Background: an optimization exercise with open tools, aiming at small area and a short achievable clock period. Do not read the settings as production practice.
At most, simulation tests tie the RTL to the original design; equivalence was not proved.
Power figures rest on the tool's default switching activity, not on a simulated workload.

== red ==
==> flow/design.v (excerpt) <==
module fp_pipeline (
    input wire clk,
    input wire reset,
    input wire pipe_en,
    input wire [15:0] in_scalar,
    input wire [15:0] in_batch,
    input wire [8:0] in_waddr,
    input wire in_wen,
    input wire in_valid,
    output wire out_we,
    output wire [8:0] out_waddr,
    output wire [15:0] out_data
);
Size in the first run: roughly 170 flip-flops, about 72 I/O pins, roughly 12000 um2 of cells after synthesis.
==> module fpmul_norm, before the edit <==
module fpmul_norm (
    input  [11:0] r0, r1,
    input         c10,
    input  [4:0]  e5,
    input         z,
    input         s,
    output [15:0] r
);
    wire [11:0] p = r0 + r1 + {11'b0, c10};
    wire [4:0] e = p[11] ? e5 + 5'd1 : e5;
    wire [9:0] f = p[11] ? p[10:1] : p[9:0];
    assign r = z ? 16'b0 : {s, e, f};
endmodule
==> module fpadd_norm, before the edit <==
module fpadd_norm (
    input  [12:0] fz,
    input  [4:0]  er,
    input         sr,
    output reg [15:0] r
);
    reg [3:0] lz;
    reg [12:0] n;
    reg [4:0] e;
    integer i;
    always @(*) begin
        lz = 4'd12;
        for (i = 0; i <= 12; i = i + 1)
            if (fz[i]) lz = 12 - i;
        n = fz << lz;
        e = er - {1'b0, lz} + 5'd1;
        if (fz == 13'b0)
            r = 16'b0;
        else
            r = {sr, e, n[11:2]};
    end
endmodule
==> module fp_pipeline, before the edit <==
module fp_pipeline (
    input wire clk,
    input wire reset,
    input wire pipe_en,
    input wire [15:0] in_scalar,
    input wire [15:0] in_batch,
    input wire [8:0] in_waddr,
    input wire in_wen,
    input wire in_valid,
    output wire out_we,
    output wire [8:0] out_waddr,
    output wire [15:0] out_data
);
reg proc_en;
always @(posedge clk) begin
    if (reset) proc_en <= 1'b0;
    else       proc_en <= pipe_en;
end
wire [4:0] e5_in;
wire       z_in;
fpmul_exp u_exp (.ea(in_scalar[14:10]), .eb(in_batch[14:10]), .valid(in_valid),
                 .e5(e5_in), .z(z_in));
reg [9:0] s1_fa, s1_fb;
reg [4:0] s1_e5;
reg       s1_s;
reg [8:0] s1_waddr;
reg       s1_z, s1_wen, s1_vw;
always @(posedge clk) begin
    if (proc_en) begin
        s1_fa    <= in_scalar[9:0];
        s1_fb    <= in_batch[9:0];
        s1_e5    <= e5_in;
        s1_s     <= in_scalar[15] ^ in_batch[15];
        s1_waddr <= in_waddr;
    end
end
always @(posedge clk) begin
    if (reset) begin
        s1_z <= 1'b1; s1_wen <= 1'b0; s1_vw <= 1'b0;
    end else if (proc_en) begin
        s1_z <= z_in; s1_wen <= in_wen; s1_vw <= in_valid | in_wen;
    end
end
wire [21:0] r0, r1;
fpmul_tree u_tree (.fa(s1_fa), .fb(s1_fb), .r0(r0), .r1(r1));
wire [9:0]  lo = {1'b0, r0[9:1]} + {1'b0, r1[9:1]};
reg [20:10] s2_r0;
reg [19:10] s2_r1;
reg         s2_c10;
reg [4:0]   s2_e5;
reg         s2_s;
reg [8:0]   s2_waddr;
reg         s2_z, s2_wen, s2_vw;
always @(posedge clk) begin
    if (proc_en) begin
        s2_r0    <= r0[20:10];
        s2_r1    <= r1[19:10];
        s2_c10   <= lo[9];
        s2_e5    <= s1_e5;
        s2_s     <= s1_s;
        s2_waddr <= s1_waddr;
    end
end
always @(posedge clk) begin
    if (reset) begin
        s2_z <= 1'b1; s2_wen <= 1'b0; s2_vw <= 1'b0;
    end else if (proc_en) begin
        s2_z <= s1_z; s2_wen <= s1_wen; s2_vw <= s1_vw;
    end
end
reg  [12:0] s4_fz;
reg  [4:0]  s4_er;
reg         s4_sr;
reg         s4_wen;
wire [15:0] sum;
fpadd_norm u_anorm (.fz(s4_fz), .er(s4_er), .sr(s4_sr), .r(sum));
wire [15:0] prod;
fpmul_norm u_mnorm (.r0({1'b0, s2_r0}), .r1({2'b01, s2_r1}), .c10(s2_c10),
                    .e5(s2_e5), .z(s2_z), .s(s2_s), .r(prod));
wire        g_next = s2_vw & ~s4_wen;
wire [14:0] c_next = g_next ? sum[14:0] : 15'b0;
wire        a_big;
wire [3:0]  d;
wire        dz;
fpadd_order u_order (.a(prod[14:0]), .b(c_next), .a_big(a_big), .d(d), .dz(dz));
reg [15:0] s3_p;
reg        s3_g, s3_abig, s3_dz;
reg [3:0]  s3_d;
reg [8:0]  s3_waddr;
reg        s3_wen;
always @(posedge clk) begin
    if (proc_en) begin
        s3_p     <= prod;
        s3_g     <= g_next;
        s3_abig  <= a_big;
        s3_d     <= d;
        s3_dz    <= dz;
        s3_waddr <= s2_waddr;
    end
end
always @(posedge clk) begin
    if (reset)        s3_wen <= 1'b0;
    else if (proc_en) s3_wen <= s2_wen;
end
reg  [15:0] s5_sum;
wire [15:0] c = {s5_sum[15], s3_g ? s5_sum[14:0] : 15'b0};
wire        c_h = s3_g & (|s5_sum[14:10]);
wire [12:0] fz;
wire [4:0]  er;
wire        sr;
fpadd_align u_align (.a(s3_p), .b(c), .ha(|s3_p[14:10]), .hb(c_h), .a_big(s3_abig),
                     .d(s3_d), .dz(s3_dz), .fz(fz), .er(er), .sr(sr));
reg [8:0] s4_waddr;
always @(posedge clk) begin
    if (proc_en) begin
        s4_fz    <= fz;
        s4_er    <= er;
        s4_sr    <= sr;
        s4_waddr <= s3_waddr;
    end
end
always @(posedge clk) begin
    if (reset)        s4_wen <= 1'b0;
    else if (proc_en) s4_wen <= s3_wen;
end
reg [8:0] s5_waddr;
reg       s5_wen;
always @(posedge clk) begin
    if (proc_en) begin
        s5_sum   <= sum;
        s5_waddr <= s4_waddr;
    end
end
always @(posedge clk) begin
    if (reset)        s5_wen <= 1'b0;
    else if (proc_en) s5_wen <= s4_wen;
end
assign out_we    = s5_wen;
assign out_waddr = s5_waddr;
assign out_data  = s5_sum;
endmodule
export LEC_CHECK = 0
export CAP_MARGIN = 20
export CORE_MARGIN = 2
export CORE_UTILIZATION = 60
export PLACE_DENSITY = 0.8
export SETUP_SLACK_MARGIN = 3.0
export SLEW_MARGIN = 20
export TNS_END_PERCENT = 10
create_clock -name core_clock -period 7.0 [get_ports {clk}]
standard.sh (not shown) runs the stock make flow with config.mk's settings and CLKGATE_MAP_FILE= SYNTH_SCRIPT=/design/flow/synth_recipe.tcl, a recipe that flattens the netlist after the stock synthesis.
==> flow/flow/run.sh <==
#!/bin/bash
# The standard layout (the standard.sh, unchanged synthesis and steps),
# except that the buffers it puts on every input and output port are
# sky130_fd_sc_hd__buf_1 cells instead of the flow's default choice.
set -e
cd "$(dirname "$0")/.."
export BUFFER_PORTS_ARGS="-buffer_cell sky130_fd_sc_hd__buf_1"
bash standard.sh > standard.log 2>&1
## Diff of input files: blue against red
==> flow/design.v, changed modules only <==
module fpmul_norm (
    input  [11:0] r0, r1,
    input         c10,
    input  [4:0]  e5,
    input         z,
    input         s,
    output [15:0] r,
    output        hidden     
);
    wire [11:0] p = r0 + r1 + {11'b0, c10};
    wire [4:0] e = p[11] ? e5 + 5'd1 : e5;
    wire [9:0] f = p[11] ? p[10:1] : p[9:0];
    assign r = z ? 16'b0 : {s, e, f};
    assign hidden = ~z & (|e);
endmodule
module fpadd_norm (
    input  [12:0] fz,
    input  [4:0]  er,
    input         sr,
    output reg [15:0] r,
    output reg        hidden    
);
    reg [3:0] lz;
    reg [12:0] n;
    reg [4:0] e;
    integer i;
    always @(*) begin
        lz = 4'd12;
        for (i = 0; i <= 12; i = i + 1)
            if (fz[i]) lz = 12 - i;
        n = fz << lz;
        e = er - {1'b0, lz} + 5'd1;
        if (fz == 13'b0) begin
            r = 16'b0;
            hidden = 1'b0;
        end else begin
            r = {sr, e, n[11:2]};
            hidden = |e;
        end
    end
endmodule
module fp_pipeline (
    input wire clk,
    input wire reset,
    input wire pipe_en,
    input wire [15:0] in_scalar,
    input wire [15:0] in_batch,
    input wire [8:0] in_waddr,
    input wire in_wen,
    input wire in_valid,
    output wire out_we,
    output wire [8:0] out_waddr,
    output wire [15:0] out_data
);
reg proc_en;
always @(posedge clk) begin
    if (reset) proc_en <= 1'b0;
    else       proc_en <= pipe_en;
end
wire [4:0] e5_in;
wire       z_in;
fpmul_exp u_exp (.ea(in_scalar[14:10]), .eb(in_batch[14:10]), .valid(in_valid),
                 .e5(e5_in), .z(z_in));
reg [9:0] s1_fa, s1_fb;
reg [4:0] s1_e5;
reg       s1_s;
reg [8:0] s1_waddr;
reg       s1_z, s1_wen, s1_vw;
always @(posedge clk) begin
    if (proc_en) begin
        s1_fa    <= in_scalar[9:0];
        s1_fb    <= in_batch[9:0];
        s1_e5    <= e5_in;
        s1_s     <= in_scalar[15] ^ in_batch[15];
        s1_waddr <= in_waddr;
    end
end
always @(posedge clk) begin
    if (reset) begin
        s1_z <= 1'b1; s1_wen <= 1'b0; s1_vw <= 1'b0;
    end else if (proc_en) begin
        s1_z <= z_in; s1_wen <= in_wen; s1_vw <= in_valid | in_wen;
    end
end
wire [21:0] r0, r1;
fpmul_tree u_tree (.fa(s1_fa), .fb(s1_fb), .r0(r0), .r1(r1));
wire [9:0]  lo = {1'b0, r0[9:1]} + {1'b0, r1[9:1]};
reg [20:10] s2_r0;
reg [19:10] s2_r1;
reg         s2_c10;
reg [4:0]   s2_e5;
reg         s2_s;
reg [8:0]   s2_waddr;
reg         s2_z, s2_wen, s2_vw;
always @(posedge clk) begin
    if (proc_en) begin
        s2_r0    <= r0[20:10];
        s2_r1    <= r1[19:10];
        s2_c10   <= lo[9];
        s2_e5    <= s1_e5;
        s2_s     <= s1_s;
        s2_waddr <= s1_waddr;
    end
end
always @(posedge clk) begin
    if (reset) begin
        s2_z <= 1'b1; s2_wen <= 1'b0; s2_vw <= 1'b0;
    end else if (proc_en) begin
        s2_z <= s1_z; s2_wen <= s1_wen; s2_vw <= s1_vw;
    end
end
reg  [12:0] s4_fz;
reg  [4:0]  s4_er;
reg         s4_sr;
reg         s4_wen;
wire [15:0] sum;
wire        sum_h;
fpadd_norm u_anorm (.fz(s4_fz), .er(s4_er), .sr(s4_sr), .r(sum), .hidden(sum_h));
wire [15:0] prod;
wire        prod_h;
fpmul_norm u_mnorm (.r0({1'b0, s2_r0}), .r1({2'b01, s2_r1}), .c10(s2_c10),
                    .e5(s2_e5), .z(s2_z), .s(s2_s), .r(prod), .hidden(prod_h));
wire        g_next = s2_vw & ~s4_wen;
wire [14:0] c_next = g_next ? sum[14:0] : 15'b0;
wire        a_big;
wire [3:0]  d;
wire        dz;
fpadd_order u_order (.a(prod[14:0]), .b(c_next), .a_big(a_big), .d(d), .dz(dz));
reg [15:0] s3_p;
reg        s3_h, s3_g, s3_abig, s3_dz;
reg [3:0]  s3_d;
reg [8:0]  s3_waddr;
reg        s3_wen;
always @(posedge clk) begin
    if (proc_en) begin
        s3_p     <= prod;
        s3_h     <= prod_h;
        s3_g     <= g_next;
        s3_abig  <= a_big;
        s3_d     <= d;
        s3_dz    <= dz;
        s3_waddr <= s2_waddr;
    end
end
always @(posedge clk) begin
    if (reset)        s3_wen <= 1'b0;
    else if (proc_en) s3_wen <= s2_wen;
end
reg  [15:0] s5_sum;
reg         s5_h;
wire [15:0] c = {s5_sum[15], s3_g ? s5_sum[14:0] : 15'b0};
wire        c_h = s3_g & s5_h;
wire [12:0] fz;
wire [4:0]  er;
wire        sr;
fpadd_align u_align (.a(s3_p), .b(c), .ha(s3_h), .hb(c_h), .a_big(s3_abig),
                     .d(s3_d), .dz(s3_dz), .fz(fz), .er(er), .sr(sr));
reg [8:0] s4_waddr;
always @(posedge clk) begin
    if (proc_en) begin
        s4_fz    <= fz;
        s4_er    <= er;
        s4_sr    <= sr;
        s4_waddr <= s3_waddr;
    end
end
always @(posedge clk) begin
    if (reset)        s4_wen <= 1'b0;
    else if (proc_en) s4_wen <= s3_wen;
end
reg [8:0] s5_waddr;
reg       s5_wen;
always @(posedge clk) begin
    if (proc_en) begin
        s5_sum   <= sum;
        s5_h     <= sum_h;
        s5_waddr <= s4_waddr;
    end
end
always @(posedge clk) begin
    if (reset)        s5_wen <= 1'b0;
    else if (proc_en) s5_wen <= s4_wen;
end
assign out_we    = s5_wen;
assign out_waddr = s5_waddr;
assign out_data  = s5_sum;
endmodule
### Flow results
- Leakage power summed over all cells went up slightly going from red to blue.
- As of blue, total number of clock tree sinks had risen slightly compared to red.
- blue: all stages complete, timing, DRC and antenna checks passed
- blue against red: gate count of the mapped netlist fell by about 2.7%; area of all placed cells without fillers fell 220 um2; share of power burned in the clock network has increased; number of cells traversed by the worst register-to-register path fell 1.
- Looking at post-route minimum period across both flows, blue is the stronger of the two, with red trailing.
Function not checked in red: the RTL went through the layout flow alone.

[what the ideal ports hide]
The flow's constraints put no driver on any port. The routed layouts listed below were extracted and timed again, unchanged, in two steps.
Step 1: set_driving_cell puts a clkbuf_16 on clk and a buf_2 on each other input, an assumption about the parent block.
Step 2 adds t to the input delays and takes it off the output delays; t is the mean of the earliest and latest rising clock arrival at the registers after step 1. Input paths then give back, and output paths get back, about the clock's delay inside the block.
Slacks: ideal / step 1 / step 2; pairs: ideal / step 1.
run	shift t [ns]	setup WS [ns]	worst setup path at the end	slew at the worst register clock pin (ns)
red	0.473	2.863 / 2.863 / 2.863	register to register	0.08 / 0.08
blue	0.475	2.992 / 2.992 / 2.992	register to register	0.08 / 0.08
After both steps setup and hold are still met in every run listed.
